This is an optimization exercise on Yosys and OpenROAD, whose aim is small area, a short achievable clock period and few clock cycles, not a production implementation.
The RTL was checked by simulation tests, not by an equivalence proof against the original design.

// muldiv_unit
module muldiv_unit(
    input  logic clk,
    input  logic rst_n,
    input                muldiv_start, 
    input [2:0]          muldiv_op, 
    input [32-1:0]    muldiv_a, 
    input [32-1:0]    muldiv_b, 
    input [1-1:0] muldiv_hart_id, 
    input [4:0]          muldiv_rd,
    output                muldiv_busy, 
    output                muldiv_done, 
    output [32-1:0]    muldiv_result, 
    output [1-1:0] muldiv_done_hart_id, 
    output [4:0]          muldiv_done_rd
);
For scale: ~1600 cells after synthesis.
==> flow/config.mk <==
export PLATFORM = sky130hd
export DESIGN_NAME = muldiv_unit
export DESIGN_NICKNAME = muldiv_unit
export VERILOG_FILES = /design/flow/design.v
export SDC_FILE = /design/flow/constraint.sdc
export NUM_CORES = 4
export LEC_CHECK = 0
export CAP_MARGIN = 20
export CORE_MARGIN = 2
export CORE_UTILIZATION = 25
export PLACE_DENSITY = 0.5
export SLEW_MARGIN = 20
==> flow/constraint.sdc <==
create_clock -name core_clock -period 11.0 [get_ports {clk}]
set_input_delay 2.2000 -clock core_clock [delete_from_list [all_inputs] [get_ports {clk}]]
set_output_delay 2.2000 -clock core_clock [all_outputs]
set_load 0.01 [all_outputs]
standard.sh (not shown) runs the stock make flow with config.mk's settings and CLKGATE_MAP_FILE= SYNTH_SCRIPT=/design/flow/synth_recipe.tcl, a recipe that flattens the netlist after the stock synthesis.
==> flow/flow/run.sh <==
#!/bin/bash
cp standard.sh standard.sh.txt
export SETUP_SLACK_MARGIN=7
export BUFFER_PORTS_ARGS="-buffer_cell sky130_fd_sc_hd__buf_1"
bash standard.sh > standard.log 2>&1
Testbench counts at the start, summed over its fixed seeds: cycles 112,852.
Edit:
--- a/flow/design.v
+++ b/flow/design.v
@@ -38,23 +38,23 @@
         sm = ~y0[31:0];
         sm = sm | (sm >> 1);
         sm = sm | (sm >> 2);
         sm = sm | (sm >> 4);
         sm = sm | (sm >> 8);
         sm = sm | (sm >> 16);
     end
     wire [31:0] lm = sm >> 1;    
-    wire [59:0] va = {h[32:0], l[31:5]};
-    wire [35:0] vb = {h[32:0], l[31:29]};
-    wire oka = (n >= 6'd28) && (!xnz || ((va & ~{28'd0, lm}) == 60'd0));
-    wire okb = (n >= 6'd4) && (!xnz || ((vb & ~{4'd0, lm}) == 36'd0));
+    wire [47:0] v16 = {h[32:0], l[31:17]};
+    wire [35:0] v4  = {h[32:0], l[31:29]};
+    wire ok16 = (n >= 6'd16) && (!xnz || ((v16 & ~{16'd0, lm}) == 48'd0));
+    wire ok4  = (n >= 6'd4)  && (!xnz || ((v4  & ~{4'd0,  lm}) == 36'd0));
     wire fill = !xnz;
     wire negres = op_rem ? sa : ((sa ^ sb) && xnz);
-    wire last_div = oka ? (n == 6'd28) : okb ? (n == 6'd4) : (n == 6'd1);
+    wire last_div = ok16 ? (n == 6'd16) : ok4 ? (n == 6'd4) : (n == 6'd1);
     function automatic [2:0] bdec(input [2:0] b);    
         case (b)
             3'b001, 3'b010: bdec = 3'b100;
             3'b011:         bdec = 3'b010;
             3'b100:         bdec = 3'b011;
             3'b101, 3'b110: bdec = 3'b101;
             default:        bdec = 3'b000;
         endcase
@@ -148,21 +148,21 @@
             sel_rem  <= in_div & muldiv_op[1];
             tag_hid  <= muldiv_hart_id;
             tag_rd   <= muldiv_rd;
         end else if (st_mul) begin
             h <= {{4{s[37]}}, s[37:4]};
             l <= (sel_mulh && n == 6'd1) ? s[35:4] : {s[3:0], l[31:4]};
             n <= n - 6'd1;
         end else if (st_div) begin
-            if (oka) begin
-                h <= {5'd0, h[4:0], l[31:4]};
-                l <= {l[3:0], {28{fill}}};
-                n <= n - 6'd28;
-            end else if (okb) begin
+            if (ok16) begin
+                h <= {5'd0, h[16:0], l[31:16]};
+                l <= {l[15:0], {16{fill}}};
+                n <= n - 6'd16;
+            end else if (ok4) begin
                 h <= {5'd0, h[28:0], l[31:28]};
                 l <= {l[27:0], {4{fill}}};
                 n <= n - 6'd4;
             end else begin
                 h <= {5'd0, (q ? s[31:0] : h[31:0]), l[31]};
                 l <= {l[30:0], q};
                 n <= n - 6'd1;
             end
Critical path depth fell by 11.
Via count rises by about 4.6%.
Non-clock buffer count does not change.
Worst hold slack loses 79 ps.
Worst setup slack improved by 41 ps.
Global-route usage barely changes.
Register-to-register slack gains 110 ps.
Testbench counts after the change, summed over its fixed seeds: cycles 114,349.

==> afterwards: timing with drivers on the ports <==
Ports are ideal in the flow. The routed layouts listed here were re-timed in OpenROAD.
Step 1 (the two cells are an assumption about what drives the block):
set clk [get_ports {clk}]
set_driving_cell -lib_cell sky130_fd_sc_hd__clkbuf_16 $clk
set_driving_cell -lib_cell sky130_fd_sc_hd__buf_2 [delete_from_list [all_inputs] $clk]
Step 2 adds t to the input delays and takes it off the output delays; t is the mean of the earliest and latest rising clock arrival at the registers after step 1. Input paths then give back, and output paths get back, about the clock's delay inside the block.
a / b / c = ideal ports / drivers / drivers and shift; a / b = the first two.
run	t, ns	slack for setup (ns)	worst setup path at the end	pins driven straight from the clock port
the first run	0.530	6.956 / 6.956 / 6.577	input to register	1
the second run	0.536	6.996 / 6.944 / 6.748	input to register	1
After both steps every run listed still meets setup and hold. The setup slack of the first run, which loses most, moves by 0.000 ns with the drivers and by -0.379 ns with both steps.
